Source: an optimization exercise on an open RTL-to-GDS flow (aim: small area). Production flows keep margins and buffers that such runs may drop.
Function was checked by simulation only, so behaviour that the tests miss may differ from the original.

==> flow/design.v (outline; a module is shown in full before it is edited, if it fits) <==
// module ha: 4 lines
// module fa: 4 lines
// module booth_enc: 9 lines
// module mac_col1: 1091 lines
// module mac_col2: 971 lines
// module mac_col3: 971 lines
// module top: 143 lines
module top(input clk,
           input rst_n,
           input weight_select,
           input [7:0] fmaps_in1,
           input [7:0] fmaps_in2,
           input [7:0] fmaps_in3,
           input [7:0] fmaps_in4,
           input [7:0] fmaps_in5,
           input [7:0] fmaps_in6,
           input [7:0] fmaps_in7,
           input [7:0] weight_in1,
           input [7:0] weight_in2,
           input [7:0] weight_in3,
           input [7:0] weight_in4,
           input [7:0] weight_in5,
           output [1:0] cs,
           output [1:0] we,
           output [4:0] fmaps_addr,
           output [5:0] weight_addr,
           output valid,
           output signed [20:0] acc);
  // ...
==> flow/flow/run.sh <==
#!/bin/bash
# The standard synthesis and layout (the standard.sh), with two changes:
# the input and output ports are buffered with sky130_fd_sc_hd__buf_1
# instead of the placer's default buffer cell, and clock tree synthesis
# uses larger sink clusters and no dummy loads.  Each step's output goes to
# a log file of its own in this folder.
set -euo pipefail
bash standard.sh synth > synth.log 2>&1
export BUFFER_PORTS_ARGS="-buffer_cell sky130_fd_sc_hd__buf_1"
export CTS_ARGS="-sink_clustering_enable -repair_clock_nets -dont_use_dummy_load -sink_clustering_size 30 -sink_clustering_max_diameter 100"
bash standard.sh finish > layout.log 2>&1
==> flow/standard.sh <==
#!/bin/bash
# synth_recipe.tcl (not shown) runs the flow's synth.tcl, then flattens the netlist and writes it again
# the make line also repeats each setting of config.mk as NAME=value (left out here)
make -C /OpenROAD-flow-scripts/flow DESIGN_CONFIG=/design/flow/config.mk WORK_HOME=/design/flow/orfs CLKGATE_MAP_FILE= SYNTH_SCRIPT=/design/flow/synth_recipe.tcl "${@:-finish}"
==> flow/config.mk <==
export PLATFORM = sky130hd
export DESIGN_NAME = top
export DESIGN_NICKNAME = top
export VERILOG_FILES = /design/flow/design.v
export SDC_FILE = /design/flow/constraint.sdc
export NUM_CORES = 4
export LEC_CHECK = 0
export CAP_MARGIN = 20
export CORE_MARGIN = 2
export CORE_UTILIZATION = 65
export PLACE_DENSITY = 0.7
export SLEW_MARGIN = 20
export SYNTH_HIERARCHICAL = 1
export SYNTH_MINIMUM_KEEP_SIZE = 0
==> flow/constraint.sdc <==
create_clock -name core_clock -period 7.0 [get_ports {clk}]
set_input_delay 1.4000 -clock core_clock [delete_from_list [all_inputs] [get_ports {clk}]]
set_output_delay 1.4000 -clock core_clock [all_outputs]
set_load 0.01 [all_outputs]
==> flow_metrics.py, run 1 <==
metrics = {
    "final_layout": {
        "largest_class": "multi-input gates",
        "register_area_sq_um": 8093,
        "multi_input_area_sq_um": 23810,
        "seq_cell_count": 378,
        "multi_input_comb_cells": 2135,
        "n_all_inverters": 25,
    },
    "grt": {
        "grtUsageMet1_pct": 59.42,
        "top_usage_layer": "met2",
        "grt_pass1_wl_um": 173600,
    },
    "yosys": {
        "synthSimpleGateAreaFrac_pct": 5.567,
        "synth_top_area_cell": "fa_1",
    },
    "timing": {
        "slew_violations": 0,
        "final_min_period_over_clock_period_pct": 98.43,
        "hold_viol": 0,
        "period_minus_slack_ns": 6.890,
    },
    "placed_design": {
        "dpl-instance-area_sq_um": 35520,
    },
    "critical_path": {
        "worst-r2r-cell-count": 18,
        "cp.arrival_ns": 7.40,
        "cp-endpoint": "s3[19]",
    },
    "routing": {
        "viasPerCell": 6.724,
        "wl_um": 118200,
    },
    "floorplanning": {
        "die_x_um": 230.7,
        "design.core.area_sq_um": 51090,
        "ios": 136,
    },
    "run_status": {
        "status": "finished clean",
    },
    "job": {
        "maxCapViolCount": 0,
    },
}
==> module mac_col1, before the edit <==
module mac_col1(input [7:0] W1,
    input [7:0] X1,
    input [3:0] ew2_one,
    input [3:0] ew2_two,
    input [3:0] ew2_neg,
    input [7:0] X2,
    input [3:0] ew3_one,
    input [3:0] ew3_two,
    input [3:0] ew3_neg,
    input [7:0] X3,
    input [3:0] ew4_one,
    input [3:0] ew4_two,
    input [3:0] ew4_neg,
    input [7:0] X4,
    input [3:0] ew5_one,
    input [3:0] ew5_two,
    input [3:0] ew5_neg,
    input [7:0] X5,
    input [20:0] base,
    output [20:0] sum);
    wire p1;
    assign p1 = W1[0] & X1[0];
    wire p2;
    assign p2 = W1[0] & X1[1];
    wire p3;
    assign p3 = W1[0] & X1[2];
    wire p4;
    assign p4 = W1[0] & X1[3];
    wire p5;
    assign p5 = W1[0] & X1[4];
    wire p6;
    assign p6 = W1[0] & X1[5];
    wire p7;
    assign p7 = W1[0] & X1[6];
    wire p8;
    assign p8 = ~(W1[0] & X1[7]);
    wire p9;
    assign p9 = W1[1] & X1[0];
    wire p10;
    assign p10 = W1[1] & X1[1];
    wire p11;
    assign p11 = W1[1] & X1[2];
    wire p12;
    assign p12 = W1[1] & X1[3];
    wire p13;
    assign p13 = W1[1] & X1[4];
    wire p14;
    assign p14 = W1[1] & X1[5];
    wire p15;
    assign p15 = W1[1] & X1[6];
    wire p16;
    assign p16 = ~(W1[1] & X1[7]);
    wire p17;
    assign p17 = W1[2] & X1[0];
    wire p18;
    assign p18 = W1[2] & X1[1];
    wire p19;
    assign p19 = W1[2] & X1[2];
    wire p20;
    assign p20 = W1[2] & X1[3];
    wire p21;
    assign p21 = W1[2] & X1[4];
    wire p22;
    assign p22 = W1[2] & X1[5];
    wire p23;
    assign p23 = W1[2] & X1[6];
    wire p24;
    assign p24 = ~(W1[2] & X1[7]);
    wire p25;
    assign p25 = W1[3] & X1[0];
    wire p26;
    assign p26 = W1[3] & X1[1];
    wire p27;
    assign p27 = W1[3] & X1[2];
    wire p28;
    assign p28 = W1[3] & X1[3];
    wire p29;
    assign p29 = W1[3] & X1[4];
    wire p30;
    assign p30 = W1[3] & X1[5];
    wire p31;
    assign p31 = W1[3] & X1[6];
    wire p32;
    assign p32 = ~(W1[3] & X1[7]);
    wire p33;
    assign p33 = W1[4] & X1[0];
    wire p34;
    assign p34 = W1[4] & X1[1];
    wire p35;
    assign p35 = W1[4] & X1[2];
    wire p36;
    assign p36 = W1[4] & X1[3];
    wire p37;
    assign p37 = W1[4] & X1[4];
    wire p38;
    assign p38 = W1[4] & X1[5];
    wire p39;
    assign p39 = W1[4] & X1[6];
    wire p40;
    assign p40 = ~(W1[4] & X1[7]);
    wire p41;
    assign p41 = W1[5] & X1[0];
    wire p42;
    assign p42 = W1[5] & X1[1];
    wire p43;
    assign p43 = W1[5] & X1[2];
    wire p44;
    assign p44 = W1[5] & X1[3];
    wire p45;
    assign p45 = W1[5] & X1[4];
    wire p46;
    assign p46 = W1[5] & X1[5];
    wire p47;
    assign p47 = W1[5] & X1[6];
    wire p48;
    assign p48 = ~(W1[5] & X1[7]);
    wire p49;
    assign p49 = W1[6] & X1[0];
    wire p50;
    assign p50 = W1[6] & X1[1];
    wire p51;
    assign p51 = W1[6] & X1[2];
    wire p52;
    assign p52 = W1[6] & X1[3];
    wire p53;
    assign p53 = W1[6] & X1[4];
    wire p54;
    assign p54 = W1[6] & X1[5];
    wire p55;
    assign p55 = W1[6] & X1[6];
    wire p56;
    assign p56 = ~(W1[6] & X1[7]);
    wire p57;
    assign p57 = ~(W1[7] & X1[0]);
    wire p58;
    assign p58 = ~(W1[7] & X1[1]);
    wire p59;
    assign p59 = ~(W1[7] & X1[2]);
    wire p60;
    assign p60 = ~(W1[7] & X1[3]);
    wire p61;
    assign p61 = ~(W1[7] & X1[4]);
    wire p62;
    assign p62 = ~(W1[7] & X1[5]);
    wire p63;
    assign p63 = ~(W1[7] & X1[6]);
    wire p64;
    assign p64 = W1[7] & X1[7];
    wire b65;
    assign b65 = (ew2_one[0] & X2[0]) ^ ew2_neg[0];
    wire b66;
    assign b66 = ((ew2_one[0] & X2[1]) | (ew2_two[0] & X2[0])) ^ ew2_neg[0];
    wire b67;
    assign b67 = ((ew2_one[0] & X2[2]) | (ew2_two[0] & X2[1])) ^ ew2_neg[0];
    wire b68;
    assign b68 = ((ew2_one[0] & X2[3]) | (ew2_two[0] & X2[2])) ^ ew2_neg[0];
    wire b69;
    assign b69 = ((ew2_one[0] & X2[4]) | (ew2_two[0] & X2[3])) ^ ew2_neg[0];
    wire b70;
    assign b70 = ((ew2_one[0] & X2[5]) | (ew2_two[0] & X2[4])) ^ ew2_neg[0];
    wire b71;
    assign b71 = ((ew2_one[0] & X2[6]) | (ew2_two[0] & X2[5])) ^ ew2_neg[0];
    wire b72;
    assign b72 = ((ew2_one[0] & X2[7]) | (ew2_two[0] & X2[6])) ^ ew2_neg[0];
    wire b73;
    assign b73 = ~(((ew2_one[0] | ew2_two[0]) & X2[7]) ^ ew2_neg[0]);
    wire b74;
    assign b74 = (ew2_one[1] & X2[0]) ^ ew2_neg[1];
    wire b75;
    assign b75 = ((ew2_one[1] & X2[1]) | (ew2_two[1] & X2[0])) ^ ew2_neg[1];
    wire b76;
    assign b76 = ((ew2_one[1] & X2[2]) | (ew2_two[1] & X2[1])) ^ ew2_neg[1];
    wire b77;
    assign b77 = ((ew2_one[1] & X2[3]) | (ew2_two[1] & X2[2])) ^ ew2_neg[1];
    wire b78;
    assign b78 = ((ew2_one[1] & X2[4]) | (ew2_two[1] & X2[3])) ^ ew2_neg[1];
    wire b79;
    assign b79 = ((ew2_one[1] & X2[5]) | (ew2_two[1] & X2[4])) ^ ew2_neg[1];
    wire b80;
    assign b80 = ((ew2_one[1] & X2[6]) | (ew2_two[1] & X2[5])) ^ ew2_neg[1];
    wire b81;
    assign b81 = ((ew2_one[1] & X2[7]) | (ew2_two[1] & X2[6])) ^ ew2_neg[1];
    wire b82;
    assign b82 = ~(((ew2_one[1] | ew2_two[1]) & X2[7]) ^ ew2_neg[1]);
    wire b83;
    assign b83 = (ew2_one[2] & X2[0]) ^ ew2_neg[2];
    wire b84;
    assign b84 = ((ew2_one[2] & X2[1]) | (ew2_two[2] & X2[0])) ^ ew2_neg[2];
    wire b85;
    assign b85 = ((ew2_one[2] & X2[2]) | (ew2_two[2] & X2[1])) ^ ew2_neg[2];
    wire b86;
    assign b86 = ((ew2_one[2] & X2[3]) | (ew2_two[2] & X2[2])) ^ ew2_neg[2];
    wire b87;
    assign b87 = ((ew2_one[2] & X2[4]) | (ew2_two[2] & X2[3])) ^ ew2_neg[2];
    wire b88;
    assign b88 = ((ew2_one[2] & X2[5]) | (ew2_two[2] & X2[4])) ^ ew2_neg[2];
    wire b89;
    assign b89 = ((ew2_one[2] & X2[6]) | (ew2_two[2] & X2[5])) ^ ew2_neg[2];
    wire b90;
    assign b90 = ((ew2_one[2] & X2[7]) | (ew2_two[2] & X2[6])) ^ ew2_neg[2];
    wire b91;
    assign b91 = ~(((ew2_one[2] | ew2_two[2]) & X2[7]) ^ ew2_neg[2]);
    wire b92;
    assign b92 = (ew2_one[3] & X2[0]) ^ ew2_neg[3];
    wire b93;
    assign b93 = ((ew2_one[3] & X2[1]) | (ew2_two[3] & X2[0])) ^ ew2_neg[3];
    wire b94;
    assign b94 = ((ew2_one[3] & X2[2]) | (ew2_two[3] & X2[1])) ^ ew2_neg[3];
    wire b95;
    assign b95 = ((ew2_one[3] & X2[3]) | (ew2_two[3] & X2[2])) ^ ew2_neg[3];
    wire b96;
    assign b96 = ((ew2_one[3] & X2[4]) | (ew2_two[3] & X2[3])) ^ ew2_neg[3];
    wire b97;
    assign b97 = ((ew2_one[3] & X2[5]) | (ew2_two[3] & X2[4])) ^ ew2_neg[3];
    wire b98;
    assign b98 = ((ew2_one[3] & X2[6]) | (ew2_two[3] & X2[5])) ^ ew2_neg[3];
    wire b99;
    assign b99 = ((ew2_one[3] & X2[7]) | (ew2_two[3] & X2[6])) ^ ew2_neg[3];
    wire b100;
    assign b100 = ~(((ew2_one[3] | ew2_two[3]) & X2[7]) ^ ew2_neg[3]);
    wire b101;
    assign b101 = (ew3_one[0] & X3[0]) ^ ew3_neg[0];
    wire b102;
    assign b102 = ((ew3_one[0] & X3[1]) | (ew3_two[0] & X3[0])) ^ ew3_neg[0];
    wire b103;
    assign b103 = ((ew3_one[0] & X3[2]) | (ew3_two[0] & X3[1])) ^ ew3_neg[0];
    wire b104;
    assign b104 = ((ew3_one[0] & X3[3]) | (ew3_two[0] & X3[2])) ^ ew3_neg[0];
    wire b105;
    assign b105 = ((ew3_one[0] & X3[4]) | (ew3_two[0] & X3[3])) ^ ew3_neg[0];
    wire b106;
    assign b106 = ((ew3_one[0] & X3[5]) | (ew3_two[0] & X3[4])) ^ ew3_neg[0];
    wire b107;
    assign b107 = ((ew3_one[0] & X3[6]) | (ew3_two[0] & X3[5])) ^ ew3_neg[0];
    wire b108;
    assign b108 = ((ew3_one[0] & X3[7]) | (ew3_two[0] & X3[6])) ^ ew3_neg[0];
    wire b109;
    assign b109 = ~(((ew3_one[0] | ew3_two[0]) & X3[7]) ^ ew3_neg[0]);
    wire b110;
    assign b110 = (ew3_one[1] & X3[0]) ^ ew3_neg[1];
    wire b111;
    assign b111 = ((ew3_one[1] & X3[1]) | (ew3_two[1] & X3[0])) ^ ew3_neg[1];
    wire b112;
    assign b112 = ((ew3_one[1] & X3[2]) | (ew3_two[1] & X3[1])) ^ ew3_neg[1];
    wire b113;
    assign b113 = ((ew3_one[1] & X3[3]) | (ew3_two[1] & X3[2])) ^ ew3_neg[1];
    wire b114;
    assign b114 = ((ew3_one[1] & X3[4]) | (ew3_two[1] & X3[3])) ^ ew3_neg[1];
    wire b115;
    assign b115 = ((ew3_one[1] & X3[5]) | (ew3_two[1] & X3[4])) ^ ew3_neg[1];
    wire b116;
    assign b116 = ((ew3_one[1] & X3[6]) | (ew3_two[1] & X3[5])) ^ ew3_neg[1];
    wire b117;
    assign b117 = ((ew3_one[1] & X3[7]) | (ew3_two[1] & X3[6])) ^ ew3_neg[1];
    wire b118;
    assign b118 = ~(((ew3_one[1] | ew3_two[1]) & X3[7]) ^ ew3_neg[1]);
    wire b119;
    assign b119 = (ew3_one[2] & X3[0]) ^ ew3_neg[2];
    wire b120;
    assign b120 = ((ew3_one[2] & X3[1]) | (ew3_two[2] & X3[0])) ^ ew3_neg[2];
    wire b121;
    assign b121 = ((ew3_one[2] & X3[2]) | (ew3_two[2] & X3[1])) ^ ew3_neg[2];
    wire b122;
    assign b122 = ((ew3_one[2] & X3[3]) | (ew3_two[2] & X3[2])) ^ ew3_neg[2];
    wire b123;
    assign b123 = ((ew3_one[2] & X3[4]) | (ew3_two[2] & X3[3])) ^ ew3_neg[2];
    wire b124;
    assign b124 = ((ew3_one[2] & X3[5]) | (ew3_two[2] & X3[4])) ^ ew3_neg[2];
    wire b125;
    assign b125 = ((ew3_one[2] & X3[6]) | (ew3_two[2] & X3[5])) ^ ew3_neg[2];
    wire b126;
    assign b126 = ((ew3_one[2] & X3[7]) | (ew3_two[2] & X3[6])) ^ ew3_neg[2];
    wire b127;
    assign b127 = ~(((ew3_one[2] | ew3_two[2]) & X3[7]) ^ ew3_neg[2]);
    wire b128;
    assign b128 = (ew3_one[3] & X3[0]) ^ ew3_neg[3];
    wire b129;
    assign b129 = ((ew3_one[3] & X3[1]) | (ew3_two[3] & X3[0])) ^ ew3_neg[3];
    wire b130;
    assign b130 = ((ew3_one[3] & X3[2]) | (ew3_two[3] & X3[1])) ^ ew3_neg[3];
    wire b131;
    assign b131 = ((ew3_one[3] & X3[3]) | (ew3_two[3] & X3[2])) ^ ew3_neg[3];
    wire b132;
    assign b132 = ((ew3_one[3] & X3[4]) | (ew3_two[3] & X3[3])) ^ ew3_neg[3];
    wire b133;
    assign b133 = ((ew3_one[3] & X3[5]) | (ew3_two[3] & X3[4])) ^ ew3_neg[3];
    wire b134;
    assign b134 = ((ew3_one[3] & X3[6]) | (ew3_two[3] & X3[5])) ^ ew3_neg[3];
    wire b135;
    assign b135 = ((ew3_one[3] & X3[7]) | (ew3_two[3] & X3[6])) ^ ew3_neg[3];
    wire b136;
    assign b136 = ~(((ew3_one[3] | ew3_two[3]) & X3[7]) ^ ew3_neg[3]);
    wire b137;
    assign b137 = (ew4_one[0] & X4[0]) ^ ew4_neg[0];
    wire b138;
    assign b138 = ((ew4_one[0] & X4[1]) | (ew4_two[0] & X4[0])) ^ ew4_neg[0];
    wire b139;
    assign b139 = ((ew4_one[0] & X4[2]) | (ew4_two[0] & X4[1])) ^ ew4_neg[0];
    wire b140;
    assign b140 = ((ew4_one[0] & X4[3]) | (ew4_two[0] & X4[2])) ^ ew4_neg[0];
    wire b141;
    assign b141 = ((ew4_one[0] & X4[4]) | (ew4_two[0] & X4[3])) ^ ew4_neg[0];
    wire b142;
    assign b142 = ((ew4_one[0] & X4[5]) | (ew4_two[0] & X4[4])) ^ ew4_neg[0];
    wire b143;
    assign b143 = ((ew4_one[0] & X4[6]) | (ew4_two[0] & X4[5])) ^ ew4_neg[0];
    wire b144;
    assign b144 = ((ew4_one[0] & X4[7]) | (ew4_two[0] & X4[6])) ^ ew4_neg[0];
    wire b145;
    assign b145 = ~(((ew4_one[0] | ew4_two[0]) & X4[7]) ^ ew4_neg[0]);
    wire b146;
    assign b146 = (ew4_one[1] & X4[0]) ^ ew4_neg[1];
    wire b147;
    assign b147 = ((ew4_one[1] & X4[1]) | (ew4_two[1] & X4[0])) ^ ew4_neg[1];
    wire b148;
    assign b148 = ((ew4_one[1] & X4[2]) | (ew4_two[1] & X4[1])) ^ ew4_neg[1];
    wire b149;
    assign b149 = ((ew4_one[1] & X4[3]) | (ew4_two[1] & X4[2])) ^ ew4_neg[1];
    wire b150;
    assign b150 = ((ew4_one[1] & X4[4]) | (ew4_two[1] & X4[3])) ^ ew4_neg[1];
    wire b151;
    assign b151 = ((ew4_one[1] & X4[5]) | (ew4_two[1] & X4[4])) ^ ew4_neg[1];
    wire b152;
    assign b152 = ((ew4_one[1] & X4[6]) | (ew4_two[1] & X4[5])) ^ ew4_neg[1];
    wire b153;
    assign b153 = ((ew4_one[1] & X4[7]) | (ew4_two[1] & X4[6])) ^ ew4_neg[1];
    wire b154;
    assign b154 = ~(((ew4_one[1] | ew4_two[1]) & X4[7]) ^ ew4_neg[1]);
    wire b155;
    assign b155 = (ew4_one[2] & X4[0]) ^ ew4_neg[2];
    wire b156;
    assign b156 = ((ew4_one[2] & X4[1]) | (ew4_two[2] & X4[0])) ^ ew4_neg[2];
    wire b157;
    assign b157 = ((ew4_one[2] & X4[2]) | (ew4_two[2] & X4[1])) ^ ew4_neg[2];
    wire b158;
    assign b158 = ((ew4_one[2] & X4[3]) | (ew4_two[2] & X4[2])) ^ ew4_neg[2];
    wire b159;
    assign b159 = ((ew4_one[2] & X4[4]) | (ew4_two[2] & X4[3])) ^ ew4_neg[2];
    wire b160;
    assign b160 = ((ew4_one[2] & X4[5]) | (ew4_two[2] & X4[4])) ^ ew4_neg[2];
    wire b161;
    assign b161 = ((ew4_one[2] & X4[6]) | (ew4_two[2] & X4[5])) ^ ew4_neg[2];
    wire b162;
    assign b162 = ((ew4_one[2] & X4[7]) | (ew4_two[2] & X4[6])) ^ ew4_neg[2];
    wire b163;
    assign b163 = ~(((ew4_one[2] | ew4_two[2]) & X4[7]) ^ ew4_neg[2]);
    wire b164;
    assign b164 = (ew4_one[3] & X4[0]) ^ ew4_neg[3];
    wire b165;
    assign b165 = ((ew4_one[3] & X4[1]) | (ew4_two[3] & X4[0])) ^ ew4_neg[3];
    wire b166;
    assign b166 = ((ew4_one[3] & X4[2]) | (ew4_two[3] & X4[1])) ^ ew4_neg[3];
    wire b167;
    assign b167 = ((ew4_one[3] & X4[3]) | (ew4_two[3] & X4[2])) ^ ew4_neg[3];
    wire b168;
    assign b168 = ((ew4_one[3] & X4[4]) | (ew4_two[3] & X4[3])) ^ ew4_neg[3];
    wire b169;
    assign b169 = ((ew4_one[3] & X4[5]) | (ew4_two[3] & X4[4])) ^ ew4_neg[3];
    wire b170;
    assign b170 = ((ew4_one[3] & X4[6]) | (ew4_two[3] & X4[5])) ^ ew4_neg[3];
    wire b171;
    assign b171 = ((ew4_one[3] & X4[7]) | (ew4_two[3] & X4[6])) ^ ew4_neg[3];
    wire b172;
    assign b172 = ~(((ew4_one[3] | ew4_two[3]) & X4[7]) ^ ew4_neg[3]);
    wire b173;
    assign b173 = (ew5_one[0] & X5[0]) ^ ew5_neg[0];
    wire b174;
    assign b174 = ((ew5_one[0] & X5[1]) | (ew5_two[0] & X5[0])) ^ ew5_neg[0];
    wire b175;
    assign b175 = ((ew5_one[0] & X5[2]) | (ew5_two[0] & X5[1])) ^ ew5_neg[0];
    wire b176;
    assign b176 = ((ew5_one[0] & X5[3]) | (ew5_two[0] & X5[2])) ^ ew5_neg[0];
    wire b177;
    assign b177 = ((ew5_one[0] & X5[4]) | (ew5_two[0] & X5[3])) ^ ew5_neg[0];
    wire b178;
    assign b178 = ((ew5_one[0] & X5[5]) | (ew5_two[0] & X5[4])) ^ ew5_neg[0];
    wire b179;
    assign b179 = ((ew5_one[0] & X5[6]) | (ew5_two[0] & X5[5])) ^ ew5_neg[0];
    wire b180;
    assign b180 = ((ew5_one[0] & X5[7]) | (ew5_two[0] & X5[6])) ^ ew5_neg[0];
    wire b181;
    assign b181 = ~(((ew5_one[0] | ew5_two[0]) & X5[7]) ^ ew5_neg[0]);
    wire b182;
    assign b182 = (ew5_one[1] & X5[0]) ^ ew5_neg[1];
    wire b183;
    assign b183 = ((ew5_one[1] & X5[1]) | (ew5_two[1] & X5[0])) ^ ew5_neg[1];
    wire b184;
    assign b184 = ((ew5_one[1] & X5[2]) | (ew5_two[1] & X5[1])) ^ ew5_neg[1];
    wire b185;
    assign b185 = ((ew5_one[1] & X5[3]) | (ew5_two[1] & X5[2])) ^ ew5_neg[1];
    wire b186;
    assign b186 = ((ew5_one[1] & X5[4]) | (ew5_two[1] & X5[3])) ^ ew5_neg[1];
    wire b187;
    assign b187 = ((ew5_one[1] & X5[5]) | (ew5_two[1] & X5[4])) ^ ew5_neg[1];
    wire b188;
    assign b188 = ((ew5_one[1] & X5[6]) | (ew5_two[1] & X5[5])) ^ ew5_neg[1];
    wire b189;
    assign b189 = ((ew5_one[1] & X5[7]) | (ew5_two[1] & X5[6])) ^ ew5_neg[1];
    wire b190;
    assign b190 = ~(((ew5_one[1] | ew5_two[1]) & X5[7]) ^ ew5_neg[1]);
    wire b191;
    assign b191 = (ew5_one[2] & X5[0]) ^ ew5_neg[2];
    wire b192;
    assign b192 = ((ew5_one[2] & X5[1]) | (ew5_two[2] & X5[0])) ^ ew5_neg[2];
    wire b193;
    assign b193 = ((ew5_one[2] & X5[2]) | (ew5_two[2] & X5[1])) ^ ew5_neg[2];
    wire b194;
    assign b194 = ((ew5_one[2] & X5[3]) | (ew5_two[2] & X5[2])) ^ ew5_neg[2];
    wire b195;
    assign b195 = ((ew5_one[2] & X5[4]) | (ew5_two[2] & X5[3])) ^ ew5_neg[2];
    wire b196;
    assign b196 = ((ew5_one[2] & X5[5]) | (ew5_two[2] & X5[4])) ^ ew5_neg[2];
    wire b197;
    assign b197 = ((ew5_one[2] & X5[6]) | (ew5_two[2] & X5[5])) ^ ew5_neg[2];
    wire b198;
    assign b198 = ((ew5_one[2] & X5[7]) | (ew5_two[2] & X5[6])) ^ ew5_neg[2];
    wire b199;
    assign b199 = ~(((ew5_one[2] | ew5_two[2]) & X5[7]) ^ ew5_neg[2]);
    wire b200;
    assign b200 = (ew5_one[3] & X5[0]) ^ ew5_neg[3];
    wire b201;
    assign b201 = ((ew5_one[3] & X5[1]) | (ew5_two[3] & X5[0])) ^ ew5_neg[3];
    wire b202;
    assign b202 = ((ew5_one[3] & X5[2]) | (ew5_two[3] & X5[1])) ^ ew5_neg[3];
    wire b203;
    assign b203 = ((ew5_one[3] & X5[3]) | (ew5_two[3] & X5[2])) ^ ew5_neg[3];
    wire b204;
    assign b204 = ((ew5_one[3] & X5[4]) | (ew5_two[3] & X5[3])) ^ ew5_neg[3];
    wire b205;
    assign b205 = ((ew5_one[3] & X5[5]) | (ew5_two[3] & X5[4])) ^ ew5_neg[3];
    wire b206;
    assign b206 = ((ew5_one[3] & X5[6]) | (ew5_two[3] & X5[5])) ^ ew5_neg[3];
    wire b207;
    assign b207 = ((ew5_one[3] & X5[7]) | (ew5_two[3] & X5[6])) ^ ew5_neg[3];
    wire b208;
    assign b208 = ~(((ew5_one[3] | ew5_two[3]) & X5[7]) ^ ew5_neg[3]);
    wire s209;
    wire c210;
    fa us209 (.a(ew2_neg[0]), .b(ew3_neg[0]), .c(ew4_neg[0]), .s(s209), .co(c210));
    wire s211;
    wire c212;
    fa us211 (.a(ew5_neg[0]), .b(base[0]), .c(s209), .s(s211), .co(c212));
    wire s213;
    wire c214;
    fa us213 (.a(b101), .b(b137), .c(b173), .s(s213), .co(c214));
    wire s215;
    wire c216;
    fa us215 (.a(b65), .b(p1), .c(s211), .s(s215), .co(c216));
    wire s217;
    wire c218;
    fa us217 (.a(base[1]), .b(c210), .c(b102), .s(s217), .co(c218));
    wire s219;
    wire c220;
    fa us219 (.a(b138), .b(b174), .c(b66), .s(s219), .co(c220));
    wire s221;
    wire c222;
    fa us221 (.a(c212), .b(p2), .c(p9), .s(s221), .co(c222));
    wire s223;
    wire c224;
    fa us223 (.a(c214), .b(s217), .c(s219), .s(s223), .co(c224));
    wire s225;
    wire c226;
    fa us225 (.a(c216), .b(s221), .c(s223), .s(s225), .co(c226));
    wire s227;
    wire c228;
    fa us227 (.a(ew2_neg[1]), .b(ew3_neg[1]), .c(ew4_neg[1]), .s(s227), .co(c228));
    wire s229;
    wire c230;
    fa us229 (.a(ew5_neg[1]), .b(base[2]), .c(s227), .s(s229), .co(c230));
    wire s231;
    wire c232;
    fa us231 (.a(b103), .b(b110), .c(b139), .s(s231), .co(c232));
    wire s233;
    wire c234;
    fa us233 (.a(b146), .b(b175), .c(b182), .s(s233), .co(c234));
    wire s235;
    wire c236;
    fa us235 (.a(b67), .b(b74), .c(p10), .s(s235), .co(c236));
    wire s237;
    wire c238;
    fa us237 (.a(p17), .b(p3), .c(s229), .s(s237), .co(c238));
    wire s239;
    wire c240;
    fa us239 (.a(c218), .b(c220), .c(s231), .s(s239), .co(c240));
    wire s241;
    wire c242;
    fa us241 (.a(s233), .b(c222), .c(s235), .s(s241), .co(c242));
    wire s243;
    wire c244;
    fa us243 (.a(s237), .b(c224), .c(s239), .s(s243), .co(c244));
    wire s245;
    wire c246;
    fa us245 (.a(s241), .b(c226), .c(s243), .s(s245), .co(c246));
    wire s247;
    wire c248;
    fa us247 (.a(base[3]), .b(c228), .c(b104), .s(s247), .co(c248));
    wire s249;
    wire c250;
    fa us249 (.a(b111), .b(b140), .c(b147), .s(s249), .co(c250));
    wire s251;
    wire c252;
    fa us251 (.a(b176), .b(b183), .c(b68), .s(s251), .co(c252));
    wire s253;
    wire c254;
    fa us253 (.a(b75), .b(c230), .c(p11), .s(s253), .co(c254));
    wire s255;
    wire c256;
    fa us255 (.a(p18), .b(p25), .c(p4), .s(s255), .co(c256));
    wire s257;
    wire c258;
    fa us257 (.a(c232), .b(c234), .c(s247), .s(s257), .co(c258));
    wire s259;
    wire c260;
    fa us259 (.a(s249), .b(s251), .c(c236), .s(s259), .co(c260));
    wire s261;
    wire c262;
    fa us261 (.a(c238), .b(s253), .c(s255), .s(s261), .co(c262));
    wire s263;
    wire c264;
    fa us263 (.a(c240), .b(s257), .c(c242), .s(s263), .co(c264));
    wire s265;
    wire c266;
    fa us265 (.a(s259), .b(s261), .c(c244), .s(s265), .co(c266));
    wire s267;
    wire c268;
    fa us267 (.a(s263), .b(c246), .c(s265), .s(s267), .co(c268));
    wire s269;
    wire c270;
    fa us269 (.a(ew2_neg[2]), .b(ew3_neg[2]), .c(ew4_neg[2]), .s(s269), .co(c270));
    wire s271;
    wire c272;
    fa us271 (.a(ew5_neg[2]), .b(base[4]), .c(s269), .s(s271), .co(c272));
    wire s273;
    wire c274;
    fa us273 (.a(b105), .b(b112), .c(b119), .s(s273), .co(c274));
    wire s275;
    wire c276;
    fa us275 (.a(b141), .b(b148), .c(b155), .s(s275), .co(c276));
    wire s277;
    wire c278;
    fa us277 (.a(b177), .b(b184), .c(b191), .s(s277), .co(c278));
    wire s279;
    wire c280;
    fa us279 (.a(b69), .b(b76), .c(b83), .s(s279), .co(c280));
    wire s281;
    wire c282;
    fa us281 (.a(p12), .b(p19), .c(p26), .s(s281), .co(c282));
    wire s283;
    wire c284;
    fa us283 (.a(p33), .b(p5), .c(s271), .s(s283), .co(c284));
    wire s285;
    wire c286;
    fa us285 (.a(c248), .b(c250), .c(c252), .s(s285), .co(c286));
    wire s287;
    wire c288;
    fa us287 (.a(s273), .b(s275), .c(s277), .s(s287), .co(c288));
    wire s289;
    wire c290;
    fa us289 (.a(s279), .b(c254), .c(c256), .s(s289), .co(c290));
    wire s291;
    wire c292;
    fa us291 (.a(s281), .b(s283), .c(c258), .s(s291), .co(c292));
    wire s293;
    wire c294;
    fa us293 (.a(s285), .b(s287), .c(c260), .s(s293), .co(c294));
    wire s295;
    wire c296;
    fa us295 (.a(c262), .b(s289), .c(s291), .s(s295), .co(c296));
    wire s297;
    wire c298;
    fa us297 (.a(c264), .b(s293), .c(c266), .s(s297), .co(c298));
    wire s299;
    wire c300;
    fa us299 (.a(s295), .b(c268), .c(s297), .s(s299), .co(c300));
    wire s301;
    wire c302;
    fa us301 (.a(base[5]), .b(c270), .c(b106), .s(s301), .co(c302));
    wire s303;
    wire c304;
    fa us303 (.a(b113), .b(b120), .c(b142), .s(s303), .co(c304));
    wire s305;
    wire c306;
    fa us305 (.a(b149), .b(b156), .c(b178), .s(s305), .co(c306));
    wire s307;
    wire c308;
    fa us307 (.a(b185), .b(b192), .c(b70), .s(s307), .co(c308));
    wire s309;
    wire c310;
    fa us309 (.a(b77), .b(b84), .c(c272), .s(s309), .co(c310));
    wire s311;
    wire c312;
    fa us311 (.a(p13), .b(p20), .c(p27), .s(s311), .co(c312));
    wire s313;
    wire c314;
    fa us313 (.a(p34), .b(p41), .c(p6), .s(s313), .co(c314));
    wire s315;
    wire c316;
    fa us315 (.a(c274), .b(c276), .c(c278), .s(s315), .co(c316));
    wire s317;
    wire c318;
    fa us317 (.a(c280), .b(s301), .c(s303), .s(s317), .co(c318));
    wire s319;
    wire c320;
    fa us319 (.a(s305), .b(s307), .c(c282), .s(s319), .co(c320));
    wire s321;
    wire c322;
    fa us321 (.a(c284), .b(s309), .c(s311), .s(s321), .co(c322));
    wire s323;
    wire c324;
    fa us323 (.a(s313), .b(c286), .c(c288), .s(s323), .co(c324));
    wire s325;
    wire c326;
    fa us325 (.a(s315), .b(s317), .c(c290), .s(s325), .co(c326));
    wire s327;
    wire c328;
    fa us327 (.a(s319), .b(s321), .c(c292), .s(s327), .co(c328));
    wire s329;
    wire c330;
    fa us329 (.a(s323), .b(c294), .c(s325), .s(s329), .co(c330));
    wire s331;
    wire c332;
    fa us331 (.a(c296), .b(s327), .c(s329), .s(s331), .co(c332));
    wire s333;
    wire c334;
    fa us333 (.a(c298), .b(s331), .c(c300), .s(s333), .co(c334));
    wire s335;
    wire c336;
    fa us335 (.a(ew2_neg[3]), .b(ew3_neg[3]), .c(ew4_neg[3]), .s(s335), .co(c336));
    wire s337;
    wire c338;
    fa us337 (.a(ew5_neg[3]), .b(base[6]), .c(s335), .s(s337), .co(c338));
    wire s339;
    wire c340;
    fa us339 (.a(b107), .b(b114), .c(b121), .s(s339), .co(c340));
    wire s341;
    wire c342;
    fa us341 (.a(b128), .b(b143), .c(b150), .s(s341), .co(c342));
    wire s343;
    wire c344;
    fa us343 (.a(b157), .b(b164), .c(b179), .s(s343), .co(c344));
    wire s345;
    wire c346;
    fa us345 (.a(b186), .b(b193), .c(b200), .s(s345), .co(c346));
    wire s347;
    wire c348;
    fa us347 (.a(b71), .b(b78), .c(b85), .s(s347), .co(c348));
    wire s349;
    wire c350;
    fa us349 (.a(b92), .b(p14), .c(p21), .s(s349), .co(c350));
    wire s351;
    wire c352;
    fa us351 (.a(p28), .b(p35), .c(p42), .s(s351), .co(c352));
    wire s353;
    wire c354;
    fa us353 (.a(p49), .b(p7), .c(s337), .s(s353), .co(c354));
    wire s355;
    wire c356;
    fa us355 (.a(c302), .b(c304), .c(c306), .s(s355), .co(c356));
    wire s357;
    wire c358;
    fa us357 (.a(c308), .b(s339), .c(s341), .s(s357), .co(c358));
    wire s359;
    wire c360;
    fa us359 (.a(s343), .b(s345), .c(s347), .s(s359), .co(c360));
    wire s361;
    wire c362;
    fa us361 (.a(c310), .b(c312), .c(c314), .s(s361), .co(c362));
    wire s363;
    wire c364;
    fa us363 (.a(s349), .b(s351), .c(c316), .s(s363), .co(c364));
    wire s365;
    wire c366;
    fa us365 (.a(s353), .b(c318), .c(s355), .s(s365), .co(c366));
    wire s367;
    wire c368;
    fa us367 (.a(s357), .b(s359), .c(c320), .s(s367), .co(c368));
    wire s369;
    wire c370;
    fa us369 (.a(c322), .b(s361), .c(c324), .s(s369), .co(c370));
    wire s371;
    wire c372;
    fa us371 (.a(s363), .b(s365), .c(c326), .s(s371), .co(c372));
    wire s373;
    wire c374;
    fa us373 (.a(s367), .b(c328), .c(s369), .s(s373), .co(c374));
    wire s375;
    wire c376;
    fa us375 (.a(c330), .b(s371), .c(s373), .s(s375), .co(c376));
    wire s377;
    wire c378;
    fa us377 (.a(c332), .b(s375), .c(c334), .s(s377), .co(c378));
    wire s379;
    wire c380;
    fa us379 (.a(base[7]), .b(c336), .c(b108), .s(s379), .co(c380));
    wire s381;
    wire c382;
    fa us381 (.a(b115), .b(b122), .c(b129), .s(s381), .co(c382));
    wire s383;
    wire c384;
    fa us383 (.a(b144), .b(b151), .c(b158), .s(s383), .co(c384));
    wire s385;
    wire c386;
    fa us385 (.a(b165), .b(b180), .c(b187), .s(s385), .co(c386));
    wire s387;
    wire c388;
    fa us387 (.a(b194), .b(b201), .c(b72), .s(s387), .co(c388));
    wire s389;
    wire c390;
    fa us389 (.a(b79), .b(b86), .c(b93), .s(s389), .co(c390));
    wire s391;
    wire c392;
    fa us391 (.a(c338), .b(p15), .c(p22), .s(s391), .co(c392));
    wire s393;
    wire c394;
    fa us393 (.a(p29), .b(p36), .c(p43), .s(s393), .co(c394));
    wire s395;
    wire c396;
    fa us395 (.a(p50), .b(p57), .c(p8), .s(s395), .co(c396));
    wire s397;
    wire c398;
    fa us397 (.a(c340), .b(c342), .c(c344), .s(s397), .co(c398));
    wire s399;
    wire c400;
    fa us399 (.a(c346), .b(c348), .c(s379), .s(s399), .co(c400));
    wire s401;
    wire c402;
    fa us401 (.a(s381), .b(s383), .c(s385), .s(s401), .co(c402));
    wire s403;
    wire c404;
    fa us403 (.a(s387), .b(s389), .c(c350), .s(s403), .co(c404));
    wire s405;
    wire c406;
    fa us405 (.a(c352), .b(c354), .c(s391), .s(s405), .co(c406));
    wire s407;
    wire c408;
    fa us407 (.a(s393), .b(s395), .c(c356), .s(s407), .co(c408));
    wire s409;
    wire c410;
    fa us409 (.a(c358), .b(c360), .c(s397), .s(s409), .co(c410));
    wire s411;
    wire c412;
    fa us411 (.a(s399), .b(s401), .c(c362), .s(s411), .co(c412));
    wire s413;
    wire c414;
    fa us413 (.a(s403), .b(c364), .c(s405), .s(s413), .co(c414));
    wire s415;
    wire c416;
    fa us415 (.a(c366), .b(s407), .c(s409), .s(s415), .co(c416));
    wire s417;
    wire c418;
    fa us417 (.a(c368), .b(s411), .c(c370), .s(s417), .co(c418));
    wire s419;
    wire c420;
    fa us419 (.a(s413), .b(c372), .c(s415), .s(s419), .co(c420));
    wire s421;
    wire c422;
    fa us421 (.a(c374), .b(s417), .c(s419), .s(s421), .co(c422));
    wire s423;
    wire c424;
    fa us423 (.a(c376), .b(s421), .c(c378), .s(s423), .co(c424));
    wire s425;
    wire c426;
    fa us425 (.a(base[8]), .b(b109), .c(b116), .s(s425), .co(c426));
    wire s427;
    wire c428;
    fa us427 (.a(b123), .b(b130), .c(b145), .s(s427), .co(c428));
    wire s429;
    wire c430;
    fa us429 (.a(b152), .b(b159), .c(b166), .s(s429), .co(c430));
    wire s431;
    wire c432;
    fa us431 (.a(b181), .b(b188), .c(b195), .s(s431), .co(c432));
    wire s433;
    wire c434;
    fa us433 (.a(b202), .b(b73), .c(b80), .s(s433), .co(c434));
    wire s435;
    wire c436;
    fa us435 (.a(b87), .b(b94), .c(p16), .s(s435), .co(c436));
    wire s437;
    wire c438;
    fa us437 (.a(p23), .b(p30), .c(p37), .s(s437), .co(c438));
    wire s439;
    wire c440;
    fa us439 (.a(p44), .b(p51), .c(p58), .s(s439), .co(c440));
    wire s441;
    wire c442;
    fa us441 (.a(c380), .b(c382), .c(c384), .s(s441), .co(c442));
    wire s443;
    wire c444;
    fa us443 (.a(c386), .b(c388), .c(c390), .s(s443), .co(c444));
    wire s445;
    wire c446;
    fa us445 (.a(s425), .b(s427), .c(s429), .s(s445), .co(c446));
    wire s447;
    wire c448;
    fa us447 (.a(s431), .b(s433), .c(c392), .s(s447), .co(c448));
    wire s449;
    wire c450;
    fa us449 (.a(c394), .b(c396), .c(s435), .s(s449), .co(c450));
    wire s451;
    wire c452;
    fa us451 (.a(s437), .b(s439), .c(c398), .s(s451), .co(c452));
    wire s453;
    wire c454;
    fa us453 (.a(c400), .b(c402), .c(s441), .s(s453), .co(c454));
    wire s455;
    wire c456;
    fa us455 (.a(s443), .b(s445), .c(c404), .s(s455), .co(c456));
    wire s457;
    wire c458;
    fa us457 (.a(c406), .b(s447), .c(c408), .s(s457), .co(c458));
    wire s459;
    wire c460;
    fa us459 (.a(s449), .b(c410), .c(s451), .s(s459), .co(c460));
    wire s461;
    wire c462;
    fa us461 (.a(s453), .b(c412), .c(s455), .s(s461), .co(c462));
    wire s463;
    wire c464;
    fa us463 (.a(c414), .b(s457), .c(c416), .s(s463), .co(c464));
    wire s465;
    wire c466;
    fa us465 (.a(s459), .b(s461), .c(c418), .s(s465), .co(c466));
    wire s467;
    wire c468;
    fa us467 (.a(c420), .b(s463), .c(s465), .s(s467), .co(c468));
    wire s469;
    wire c470;
    fa us469 (.a(c422), .b(s467), .c(c424), .s(s469), .co(c470));
    wire s471;
    wire c472;
    fa us471 (.a(base[9]), .b(b117), .c(b124), .s(s471), .co(c472));
    wire s473;
    wire c474;
    fa us473 (.a(b131), .b(b153), .c(b160), .s(s473), .co(c474));
    wire s475;
    wire c476;
    fa us475 (.a(b167), .b(b189), .c(b196), .s(s475), .co(c476));
    wire s477;
    wire c478;
    fa us477 (.a(b203), .b(b81), .c(b88), .s(s477), .co(c478));
    wire s479;
    wire c480;
    fa us479 (.a(b95), .b(p24), .c(p31), .s(s479), .co(c480));
    wire s481;
    wire c482;
    fa us481 (.a(p38), .b(p45), .c(p52), .s(s481), .co(c482));
    wire s483;
    wire c484;
    fa us483 (.a(p59), .b(c426), .c(c428), .s(s483), .co(c484));
    wire s485;
    wire c486;
    fa us485 (.a(c430), .b(c432), .c(c434), .s(s485), .co(c486));
    wire s487;
    wire c488;
    fa us487 (.a(s471), .b(s473), .c(s475), .s(s487), .co(c488));
    wire s489;
    wire c490;
    fa us489 (.a(s477), .b(c436), .c(c438), .s(s489), .co(c490));
    wire s491;
    wire c492;
    fa us491 (.a(c440), .b(s479), .c(s481), .s(s491), .co(c492));
    wire s493;
    wire c494;
    fa us493 (.a(c442), .b(c444), .c(c446), .s(s493), .co(c494));
    wire s495;
    wire c496;
    fa us495 (.a(s483), .b(s485), .c(s487), .s(s495), .co(c496));
    wire s497;
    wire c498;
    fa us497 (.a(c448), .b(c450), .c(s489), .s(s497), .co(c498));
    wire s499;
    wire c500;
    fa us499 (.a(c452), .b(s491), .c(c454), .s(s499), .co(c500));
    wire s501;
    wire c502;
    fa us501 (.a(s493), .b(c456), .c(s495), .s(s501), .co(c502));
    wire s503;
    wire c504;
    fa us503 (.a(c458), .b(s497), .c(c460), .s(s503), .co(c504));
    wire s505;
    wire c506;
    fa us505 (.a(s499), .b(c462), .c(s501), .s(s505), .co(c506));
    wire s507;
    wire c508;
    fa us507 (.a(c464), .b(s503), .c(c466), .s(s507), .co(c508));
    wire s509;
    wire c510;
    fa us509 (.a(s505), .b(c468), .c(s507), .s(s509), .co(c510));
    wire s511;
    wire c512;
    fa us511 (.a(base[10]), .b(b118), .c(b125), .s(s511), .co(c512));
    wire s513;
    wire c514;
    fa us513 (.a(b132), .b(b154), .c(b161), .s(s513), .co(c514));
    wire s515;
    wire c516;
    fa us515 (.a(b168), .b(b190), .c(b197), .s(s515), .co(c516));
    wire s517;
    wire c518;
    fa us517 (.a(b204), .b(b82), .c(b89), .s(s517), .co(c518));
    wire s519;
    wire c520;
    fa us519 (.a(b96), .b(p32), .c(p39), .s(s519), .co(c520));
    wire s521;
    wire c522;
    fa us521 (.a(p46), .b(p53), .c(p60), .s(s521), .co(c522));
    wire s523;
    wire c524;
    fa us523 (.a(c472), .b(c474), .c(c476), .s(s523), .co(c524));
    wire s525;
    wire c526;
    fa us525 (.a(c478), .b(s511), .c(s513), .s(s525), .co(c526));
    wire s527;
    wire c528;
    fa us527 (.a(s515), .b(s517), .c(c480), .s(s527), .co(c528));
    wire s529;
    wire c530;
    fa us529 (.a(c482), .b(s519), .c(s521), .s(s529), .co(c530));
    wire s531;
    wire c532;
    fa us531 (.a(c484), .b(c486), .c(c488), .s(s531), .co(c532));
    wire s533;
    wire c534;
    fa us533 (.a(s523), .b(s525), .c(c490), .s(s533), .co(c534));
    wire s535;
    wire c536;
    fa us535 (.a(c492), .b(s527), .c(s529), .s(s535), .co(c536));
    wire s537;
    wire c538;
    fa us537 (.a(c494), .b(c496), .c(s531), .s(s537), .co(c538));
    wire s539;
    wire c540;
    fa us539 (.a(c498), .b(s533), .c(c500), .s(s539), .co(c540));
    wire s541;
    wire c542;
    fa us541 (.a(s535), .b(c502), .c(s537), .s(s541), .co(c542));
    wire s543;
    wire c544;
    fa us543 (.a(c504), .b(s539), .c(c506), .s(s543), .co(c544));
    wire s545;
    wire c546;
    fa us545 (.a(s541), .b(c508), .c(s543), .s(s545), .co(c546));
    wire s547;
    wire c548;
    fa us547 (.a(base[11]), .b(b126), .c(b133), .s(s547), .co(c548));
    wire s549;
    wire c550;
    fa us549 (.a(b162), .b(b169), .c(b198), .s(s549), .co(c550));
    wire s551;
    wire c552;
    fa us551 (.a(b205), .b(b90), .c(b97), .s(s551), .co(c552));
    wire s553;
    wire c554;
    fa us553 (.a(p40), .b(p47), .c(p54), .s(s553), .co(c554));
    wire s555;
    wire c556;
    fa us555 (.a(p61), .b(c512), .c(c514), .s(s555), .co(c556));
    wire s557;
    wire c558;
    fa us557 (.a(c516), .b(c518), .c(s547), .s(s557), .co(c558));
    wire s559;
    wire c560;
    fa us559 (.a(s549), .b(s551), .c(c520), .s(s559), .co(c560));
    wire s561;
    wire c562;
    fa us561 (.a(c522), .b(s553), .c(c524), .s(s561), .co(c562));
    wire s563;
    wire c564;
    fa us563 (.a(c526), .b(s555), .c(s557), .s(s563), .co(c564));
    wire s565;
    wire c566;
    fa us565 (.a(c528), .b(c530), .c(s559), .s(s565), .co(c566));
    wire s567;
    wire c568;
    fa us567 (.a(c532), .b(s561), .c(c534), .s(s567), .co(c568));
    wire s569;
    wire c570;
    fa us569 (.a(s563), .b(c536), .c(s565), .s(s569), .co(c570));
    wire s571;
    wire c572;
    fa us571 (.a(c538), .b(s567), .c(c540), .s(s571), .co(c572));
    wire s573;
    wire c574;
    fa us573 (.a(s569), .b(c542), .c(s571), .s(s573), .co(c574));
    wire s575;
    wire c576;
    fa us575 (.a(c544), .b(s573), .c(c546), .s(s575), .co(c576));
    wire s577;
    wire c578;
    fa us577 (.a(base[12]), .b(b127), .c(b134), .s(s577), .co(c578));
    wire s579;
    wire c580;
    fa us579 (.a(b163), .b(b170), .c(b199), .s(s579), .co(c580));
    wire s581;
    wire c582;
    fa us581 (.a(b206), .b(b91), .c(b98), .s(s581), .co(c582));
    wire s583;
    wire c584;
    fa us583 (.a(p48), .b(p55), .c(p62), .s(s583), .co(c584));
    wire s585;
    wire c586;
    fa us585 (.a(c548), .b(c550), .c(c552), .s(s585), .co(c586));
    wire s587;
    wire c588;
    fa us587 (.a(s577), .b(s579), .c(s581), .s(s587), .co(c588));
    wire s589;
    wire c590;
    fa us589 (.a(c554), .b(s583), .c(c556), .s(s589), .co(c590));
    wire s591;
    wire c592;
    fa us591 (.a(c558), .b(s585), .c(s587), .s(s591), .co(c592));
    wire s593;
    wire c594;
    fa us593 (.a(c560), .b(c562), .c(s589), .s(s593), .co(c594));
    wire s595;
    wire c596;
    fa us595 (.a(c564), .b(s591), .c(c566), .s(s595), .co(c596));
    wire s597;
    wire c598;
    fa us597 (.a(s593), .b(c568), .c(c570), .s(s597), .co(c598));
    wire s599;
    wire c600;
    fa us599 (.a(s595), .b(c572), .c(s597), .s(s599), .co(c600));
    wire s601;
    wire c602;
    fa us601 (.a(c574), .b(s599), .c(c576), .s(s601), .co(c602));
    wire s603;
    wire c604;
    fa us603 (.a(base[13]), .b(b135), .c(b171), .s(s603), .co(c604));
    wire s605;
    wire c606;
    fa us605 (.a(b207), .b(b99), .c(p56), .s(s605), .co(c606));
    wire s607;
    wire c608;
    fa us607 (.a(p63), .b(c578), .c(c580), .s(s607), .co(c608));
    wire s609;
    wire c610;
    fa us609 (.a(c582), .b(s603), .c(c584), .s(s609), .co(c610));
    wire s611;
    wire c612;
    fa us611 (.a(s605), .b(c586), .c(c588), .s(s611), .co(c612));
    wire s613;
    wire c614;
    fa us613 (.a(s607), .b(s609), .c(c590), .s(s613), .co(c614));
    wire s615;
    wire c616;
    fa us615 (.a(c592), .b(s611), .c(c594), .s(s615), .co(c616));
    wire s617;
    wire c618;
    fa us617 (.a(s613), .b(c596), .c(s615), .s(s617), .co(c618));
    wire s619;
    wire c620;
    fa us619 (.a(c598), .b(s617), .c(c600), .s(s619), .co(c620));
    wire s621;
    wire c622;
    fa us621 (.a(base[14]), .b(b100), .c(b136), .s(s621), .co(c622));
    wire s623;
    wire c624;
    fa us623 (.a(b172), .b(b208), .c(p64), .s(s623), .co(c624));
    wire s625;
    wire c626;
    fa us625 (.a(c604), .b(s621), .c(c606), .s(s625), .co(c626));
    wire s627;
    wire c628;
    fa us627 (.a(s623), .b(c608), .c(c610), .s(s627), .co(c628));
    wire s629;
    wire c630;
    fa us629 (.a(s625), .b(c612), .c(s627), .s(s629), .co(c630));
    wire s631;
    wire c632;
    fa us631 (.a(c614), .b(s629), .c(c616), .s(s631), .co(c632));
    wire s633;
    wire c634;
    fa us633 (.a(c618), .b(s631), .c(c620), .s(s633), .co(c634));
    wire s635;
    wire c636;
    fa us635 (.a(base[15]), .b(c622), .c(c624), .s(s635), .co(c636));
    wire s637;
    wire c638;
    fa us637 (.a(c626), .b(s635), .c(c628), .s(s637), .co(c638));
    wire s639;
    wire c640;
    fa us639 (.a(c630), .b(s637), .c(c632), .s(s639), .co(c640));
    wire s641;
    wire c642;
    fa us641 (.a(base[16]), .b(c636), .c(c638), .s(s641), .co(c642));
    wire [20:0] ra = {base[20], base[19], base[18], base[17], c640, c634, s633, c602, s601, s575, c510, c470, s469, s423, s377, s333, s299, s267, s245, s225, s213};
    wire [20:0] rb = {1'b0, 1'b0, 1'b0, c642, s641, s639, 1'b0, s619, 1'b0, 1'b0, s545, s509, 1'b0, 1'b0, 1'b0, 1'b0, 1'b0, 1'b0, 1'b0, 1'b0, s215};
    assign sum = ra + rb;
endmodule
==> run 2: changes to the inputs <==
--- a/flow/design.v
+++ b/flow/design.v
@@ -774,7 +774,7 @@
     fa us421 (.a(c374), .b(s417), .c(s419), .s(s421), .co(c422));
     wire s423;
     wire c424;
-    fa us423 (.a(c376), .b(s421), .c(c378), .s(s423), .co(c424));
+    ha us423 (.a(c376), .b(s421), .s(s423), .co(c424));
     wire s425;
     wire c426;
     fa us425 (.a(base[8]), .b(b109), .c(b116), .s(s425), .co(c426));
@@ -1002,7 +1002,7 @@
     fa us573 (.a(s569), .b(c542), .c(s571), .s(s573), .co(c574));
     wire s575;
     wire c576;
-    fa us575 (.a(c544), .b(s573), .c(c546), .s(s575), .co(c576));
+    ha us575 (.a(c544), .b(s573), .s(s575), .co(c576));
     wire s577;
     wire c578;
     fa us577 (.a(base[12]), .b(b127), .c(b134), .s(s577), .co(c578));
@@ -1041,7 +1041,7 @@
     fa us599 (.a(s595), .b(c572), .c(s597), .s(s599), .co(c600));
     wire s601;
     wire c602;
-    fa us601 (.a(c574), .b(s599), .c(c576), .s(s601), .co(c602));
+    ha us601 (.a(c574), .b(s599), .s(s601), .co(c602));
     wire s603;
     wire c604;
     fa us603 (.a(base[13]), .b(b135), .c(b171), .s(s603), .co(c604));
@@ -1089,7 +1089,7 @@
     fa us631 (.a(c614), .b(s629), .c(c616), .s(s631), .co(c632));
     wire s633;
     wire c634;
-    fa us633 (.a(c618), .b(s631), .c(c620), .s(s633), .co(c634));
+    ha us633 (.a(c618), .b(s631), .s(s633), .co(c634));
     wire s635;
     wire c636;
     fa us635 (.a(base[15]), .b(c622), .c(c624), .s(s635), .co(c636));
@@ -1102,8 +1102,8 @@
     wire s641;
     wire c642;
     fa us641 (.a(base[16]), .b(c636), .c(c638), .s(s641), .co(c642));
-    wire [20:0] ra = {base[20], base[19], base[18], base[17], c640, c634, s633, c602, s601, s575, c510, c470, s469, s423, s377, s333, s299, s267, s245, s225, s213};
-    wire [20:0] rb = {1'b0, 1'b0, 1'b0, c642, s641, s639, 1'b0, s619, 1'b0, 1'b0, s545, s509, 1'b0, 1'b0, 1'b0, 1'b0, 1'b0, 1'b0, 1'b0, 1'b0, s215};
+    wire [20:0] ra = {base[20], base[19], base[18], base[17], c640, c634, c620, c602, c576, c546, c510, c470, s469, c378, s377, s333, s299, s267, s245, s225, s213};
+    wire [20:0] rb = {1'b0, 1'b0, 1'b0, c642, s641, s639, s633, s619, s601, s575, s545, s509, 1'b0, s423, 1'b0, 1'b0, 1'b0, 1'b0, 1'b0, 1'b0, s215};
     assign sum = ra + rb;
 endmodule
 module mac_col2(input [3:0] ex2_one,
@@ -1787,7 +1787,7 @@
     fa us377 (.a(s373), .b(c336), .c(s375), .s(s377), .co(c378));
     wire s379;
     wire c380;
-    fa us379 (.a(c338), .b(s377), .c(c340), .s(s379), .co(c380));
+    ha us379 (.a(c338), .b(s377), .s(s379), .co(c380));
     wire s381;
     wire c382;
     fa us381 (.a(base[8]), .b(b102), .c(b117), .s(s381), .co(c382));
@@ -1985,7 +1985,7 @@
     fa us509 (.a(s505), .b(c482), .c(s507), .s(s509), .co(c510));
     wire s511;
     wire c512;
-    fa us511 (.a(c484), .b(s509), .c(c486), .s(s511), .co(c512));
+    ha us511 (.a(c484), .b(s509), .s(s511), .co(c512));
     wire s513;
     wire c514;
     fa us513 (.a(base[12]), .b(b106), .c(b135), .s(s513), .co(c514));
@@ -2042,7 +2042,7 @@
     fa us547 (.a(s543), .b(c530), .c(s545), .s(s547), .co(c548));
     wire s549;
     wire c550;
-    fa us549 (.a(s547), .b(c532), .c(c534), .s(s549), .co(c550));
+    ha us549 (.a(s547), .b(c532), .s(s549), .co(c550));
     wire s551;
     wire c552;
     fa us551 (.a(base[14]), .b(b108), .c(b144), .s(s551), .co(c552));
@@ -2073,8 +2073,8 @@
     wire s569;
     wire c570;
     fa us569 (.a(base[16]), .b(c564), .c(c566), .s(s569), .co(c570));
-    wire [20:0] ra = {base[20], base[19], base[18], base[17], c568, s567, c550, s549, c512, s511, s485, c420, s419, s379, s339, s299, s269, s239, s219, s199, s189};
-    wire [20:0] rb = {1'b0, 1'b0, 1'b0, c570, s569, 1'b0, s561, 1'b0, s533, 1'b0, 1'b0, s453, 1'b0, 1'b0, 1'b0, 1'b0, 1'b0, 1'b0, 1'b0, 1'b0, 1'b0};
+    wire [20:0] ra = {base[20], base[19], base[18], base[17], c568, s567, c550, c534, c512, c486, s485, c420, s419, c340, s339, s299, s269, s239, s219, s199, s189};
+    wire [20:0] rb = {1'b0, 1'b0, 1'b0, c570, s569, 1'b0, s561, s549, s533, s511, 1'b0, s453, 1'b0, s379, 1'b0, 1'b0, 1'b0, 1'b0, 1'b0, 1'b0, 1'b0};
     assign sum = ra + rb;
 endmodule
 module mac_col3(input [3:0] ex3_one,
@@ -2758,7 +2758,7 @@
     fa us377 (.a(s373), .b(c336), .c(s375), .s(s377), .co(c378));
     wire s379;
     wire c380;
-    fa us379 (.a(c338), .b(s377), .c(c340), .s(s379), .co(c380));
+    ha us379 (.a(c338), .b(s377), .s(s379), .co(c380));
     wire s381;
     wire c382;
     fa us381 (.a(base[8]), .b(b102), .c(b117), .s(s381), .co(c382));
@@ -2956,7 +2956,7 @@
     fa us509 (.a(s505), .b(c482), .c(s507), .s(s509), .co(c510));
     wire s511;
     wire c512;
-    fa us511 (.a(c484), .b(s509), .c(c486), .s(s511), .co(c512));
+    ha us511 (.a(c484), .b(s509), .s(s511), .co(c512));
     wire s513;
     wire c514;
     fa us513 (.a(base[12]), .b(b106), .c(b135), .s(s513), .co(c514));
@@ -3013,7 +3013,7 @@
     fa us547 (.a(s543), .b(c530), .c(s545), .s(s547), .co(c548));
     wire s549;
     wire c550;
-    fa us549 (.a(s547), .b(c532), .c(c534), .s(s549), .co(c550));
+    ha us549 (.a(s547), .b(c532), .s(s549), .co(c550));
     wire s551;
     wire c552;
     fa us551 (.a(base[14]), .b(b108), .c(b144), .s(s551), .co(c552));
@@ -3044,8 +3044,8 @@
     wire s569;
     wire c570;
     fa us569 (.a(base[16]), .b(c564), .c(c566), .s(s569), .co(c570));
-    wire [20:0] ra = {base[20], base[19], base[18], base[17], c568, s567, c550, s549, c512, s511, s485, c420, s419, s379, s339, s299, s269, s239, s219, s199, s189};
-    wire [20:0] rb = {1'b0, 1'b0, 1'b0, c570, s569, 1'b0, s561, 1'b0, s533, 1'b0, 1'b0, s453, 1'b0, 1'b0, 1'b0, 1'b0, 1'b0, 1'b0, 1'b0, 1'b0, 1'b0};
+    wire [20:0] ra = {base[20], base[19], base[18], base[17], c568, s567, c550, c534, c512, c486, s485, c420, s419, c340, s339, s299, s269, s239, s219, s199, s189};
+    wire [20:0] rb = {1'b0, 1'b0, 1'b0, c570, s569, 1'b0, s561, s549, s533, s511, 1'b0, s453, 1'b0, s379, 1'b0, 1'b0, 1'b0, 1'b0, 1'b0, 1'b0, 1'b0};
     assign sum = ra + rb;
 endmodule
 module top(input clk,
--- a/flow/config.mk
+++ b/flow/config.mk
@@ -8,7 +8,6 @@
 export CAP_MARGIN = 20
 export CORE_MARGIN = 2
 export CORE_UTILIZATION = 65
-export PLACE_DENSITY = 0.7
 export SLEW_MARGIN = 20
 export SYNTH_HIERARCHICAL = 1
 export SYNTH_MINIMUM_KEEP_SIZE = 0
==> run 2 against run 1 <==
  * Clock-buffer cell count shrank 1
  * Design area shrank 1.1%
  * Register-to-register slack gained 0.03 ns
  * Worst hold slack gained 0.019 ns
  * Highest routed layer unchanged
==> flow_metrics.py, run 2 <==
metrics = {
    "run_status": {
        "status": "finished clean",
    },
    "critical_path": {
        "critPathKind": "reg2reg",
        "path_cells": "buf_4 -> buf_4 -> xnor2_1 -> fa_1 -> fa_1 -> fa_1 -> fa_1 -> fa_1 -> fa_1 -> fa_1 -> fa_1 -> ha_1 -> nand4_1 -> nor4_4 -> a2111oi_4 -> o311ai_1",
        "worst_setup_path_end_kind": "flip-flop",
        "crit_top_cell": "fa_1",
        "cpLargestDelayFamily": "adder cells",
        "cp.arrival_ns": 7.28,
        "worst-r2r-cell-count": 16,
        "r2r-end": "s1[17]",
        "r2r-start": "ew5_neg[0]",
        "cp_max_fo": 10,
        "slowest_delay_ns": 0.64,
        "cp.required_ns": 7.42,
        "critical_path_cell_count": 16,
        "path_buf_inv": 2,
        "reg2reg_slack_ns": 0.14,
        "worstSetupStartpointType": "flip-flop",
        "slowest_stage": "dfxtp_2",
    },
    "timing": {
        "worst_pin_slew_ns": 0.9912,
        "fmax_mhz": 145.8,
        "fin_skew_ns": 0.04205,
        "slew_headroom_pct": 33.92,
        "hold_viol": 0,
        "period_minus_slack_ns": 6.858,
        "rsz0062_at_grt": "no",
        "slew_violations": 0,
        "setup_violations": 0,
        "whs_ns": 0.3328,
        "final_min_period_over_clock_period_pct": 97.97,
        "fin_ws_ns": 0.1418,
    },
    "final_layout": {
        "nets": 3698,
        "drive_gt1_share_pct": 9.479,
        "mostFrequentLayoutCells": "fa_1, xnor2_1, a22oi_1",
        "final_common_cell": "fa_1",
        "areaGrowthSynthToFinish_pct": 5.762,
        "utilization_pct": 69.56,
    },
    "floorplanning": {
        "die_h_um": 232.1,
        "die_x_um": 232.1,
        "start_util_pct": 65.77,
        "ios": 136,
        "dieArea_sq_um": 53850,
        "design.core.area_sq_um": 51410,
        "num_rows": 83,
    },
    "grt": {
        "grt_max_degree": 71,
        "track_usage_pct": 43.68,
        "grt_pass1_vias": 26290,
        "antenna_found_initial": 3,
        "grt_pass1_wl_um": 168500,
        "gr-total-overflow": 0,
    },
    "yosys": {
        "synth_enable_flop_cells": 0,
        "yosysWarnings": 7,
        "synth_compound_area_share_pct": 12.15,
        "synthSimpleGateAreaFrac_pct": 6.143,
        "synth_area_sq_um": 33810,
        "synth_top_area_cell": "fa_1",
        "ys_seq_elements": 378,
        "synth_top_family_by_area": "adder cells",
        "seq_area_frac_synth_pct": 23.80,
        "synth_top_cells_by_count": "fa_1, xnor2_1, a22oi_1, dfxtp_1, clkbuf_1",
        "post-synth-top-count-cell": "fa_1",
        "synth_top_area_share_pct": 35.35,
        "ys.flop_type": "dfxtp_1",
        "synthAdderAreaFrac_pct": 37.05,
        "synth.avg_cell_area_sq_um": 11.43,
        "synthMuxAreaShare_pct": 1.617,
        "synth-xor-area-share_pct": 14.56,
        "synthArstFlopShare_pct": 25.13,
        "synth.distinct_cells": 60,
        "synthTopCellsByArea": "fa_1, dfxtp_1, xnor2_1",
        "netlist_instances": 2957,
    },
    "routing": {
        "wl_per_cell_um": 31.32,
        "ant_nets": 0,
        "vias": 24480,
        "first_pass_iters": 7,
        "drtIter0Drc": 2943,
        "viasPerCell": 6.730,
        "route.detailed.drc": 0,
        "wl_um": 113900,
    },
    "placed_design": {
        "portBuffers": 133,
        "preCtsSetupSlack_ns": -0.1177,
        "hpwlAfterDp_um": 84140,
        "place_congestion": 1.017,
    },
    "hold_path": {
        "min_from": "h2[9]",
        "min_path_type": "reg2reg",
        "holdPathStages": 0,
        "hold_end": "o[9]",
    },
    "clocking": {
        "clk_latency_ns": 0.58,
        "cts_tree": "built",
        "cts_root_buffer": "clkbuf_16",
        "cts_buffer_depth": 3,
        "clk_pin_slew_ns": 0.10,
        "clkSinkCount": 378,
        "cts_inserted_buffers": 18,
        "h-tree-depth": 1,
    },
    "job": {
        "maxCapViolCount": 0,
    },
}
[run 2: cell families after synthesis]
logic type,count (synthesis)
xor gates and xnor gates,562
adders and majority gates,643
and+or+nand+nor,375
buffers and inverters,365
muxes,49
other,2
AOI/OAI and AO/OA,583
DFF,378
[run 2: per-module statistics from Yosys (local to each module, per instance)]
| module | cell area, sq um | times used | flops+latches | cells |
|---|---|---|---|---|
| ha | 12.51 | 10 | 0 | 1 |
| fa | 20.02 | 597 | 0 | 1 |
| mac_col3 | 3720 | 1 | 0 | 533 |
| mac_col1 | 3651 | 1 | 0 | 528 |
| mac_col2 | 3720 | 1 | 0 | 533 |
| top | 9898 | 1 | 378 | 648 |
| booth_enc | 123.9 | 6 | 0 | 18 |
[run 2: per-layer routing]
metal | wire length [um] | vias to the layer above | share of wire, % | GRT usage (%)
li1 | - | 9752 | - | -
met1 | 41400 | 12350 | 36 | 56.76
met2 | 50270 | 1838 | 44 | 65.85
met3 | 13630 | 534 | 12 | 11.78
met4 | 8588 | 2 | 7.5 | 26.40
met5 | 13 | - | 0.011 | 0
[run 2: worst register-to-register path: stages (launching register included)]
cell and delay (ns):
dfxtp_2 0.64, buf_4 0.32, buf_4 0.28, xnor2_1 0.18, fa_1 0.47, fa_1 0.42
fa_1 0.50, fa_1 0.43, fa_1 0.44, fa_1 0.42, fa_1 0.43, fa_1 0.45
ha_1 0.42, nand4_1 0.39, nor4_4 0.39, a2111oi_4 0.10, o311ai_1 0.42
[run 2: what timing repair did]
item                                   in CTS  in global routing
hold buffers                                0                  0
pin swaps                                   0                  1
gates resized for setup                     1                  1
buffers inserted                            0                  3
endpoints found under the hold margin       0                  0
setup endpoints to repair                   1                  8
[run 2: worst max-delay path by stage]
stage | slack, ns | startpoint | endpoint
4_1_cts | 0.07 | newwin | s1[17]
6_report | 0.14 | ew5_neg[0] | s1[17]
3_3_place_gp | -0.07 | weight_in1[2] | s1[17]
3_5_place_dp | -0.12 | fmaps_in1[2] | s1[17]
5_1_grt | 0.01 | ew5_neg[0] | s1[20]
2_1_floorplan | 0.66 | newwin | s3[19]
[run 2: stage by stage]
stage / TNS [ns] / instances / instance area (sq um)
3_5_place_dp: -0.1177 / 3613 / 35280
4_1_cts: 0 / 3631 / 35730
5_1_grt: 0 / 3634 / 35750
6_report: 0 / 3637 / 35760
2_1_floorplan: 0 / 2958 / 33810
3_3_place_gp: -0.07455 / 3613 / 35280
[run 2: cell type report]
class                      instances  area (sq um)
clock buffer                      18         450.4
tap                              680         850.8
timing repair buffer             317          2085
inverter                          26         97.59
sequential                       378          8074
multi-input combinational       2215         24190
fill                            3815         15650
antenna                            3         7.507

## afterwards: timing with drivers on the ports
In the flow no input, the clock included, has a driving cell. The finished layouts below were timed again as built, in two steps. Step 1 assumes that a clkbuf_16 drives the clock port and a buf_2 every other input. Step 2, shift: input delay + t, output delay - t, t = (earliest + latest rising clock arrival at the registers) / 2. This alone moves slack from input paths to output paths. a / b / c = ideal / step 1 / step 2; a / b = the first two.
run	t, ns	setup WS [ns]	worst register clock-pin slew, ns
run 1	0.607	0.110 / 0.110 / -0.264	0.11 / 0.11
run 2	0.621	0.142 / 0.142 / -0.022	0.11 / 0.11
With both steps, setup timing fails in run 1 and run 2, where it was met with ideal ports. The setup slack of run 1, which loses most, moves by 0.000 ns with the drivers and by -0.374 ns with both steps.
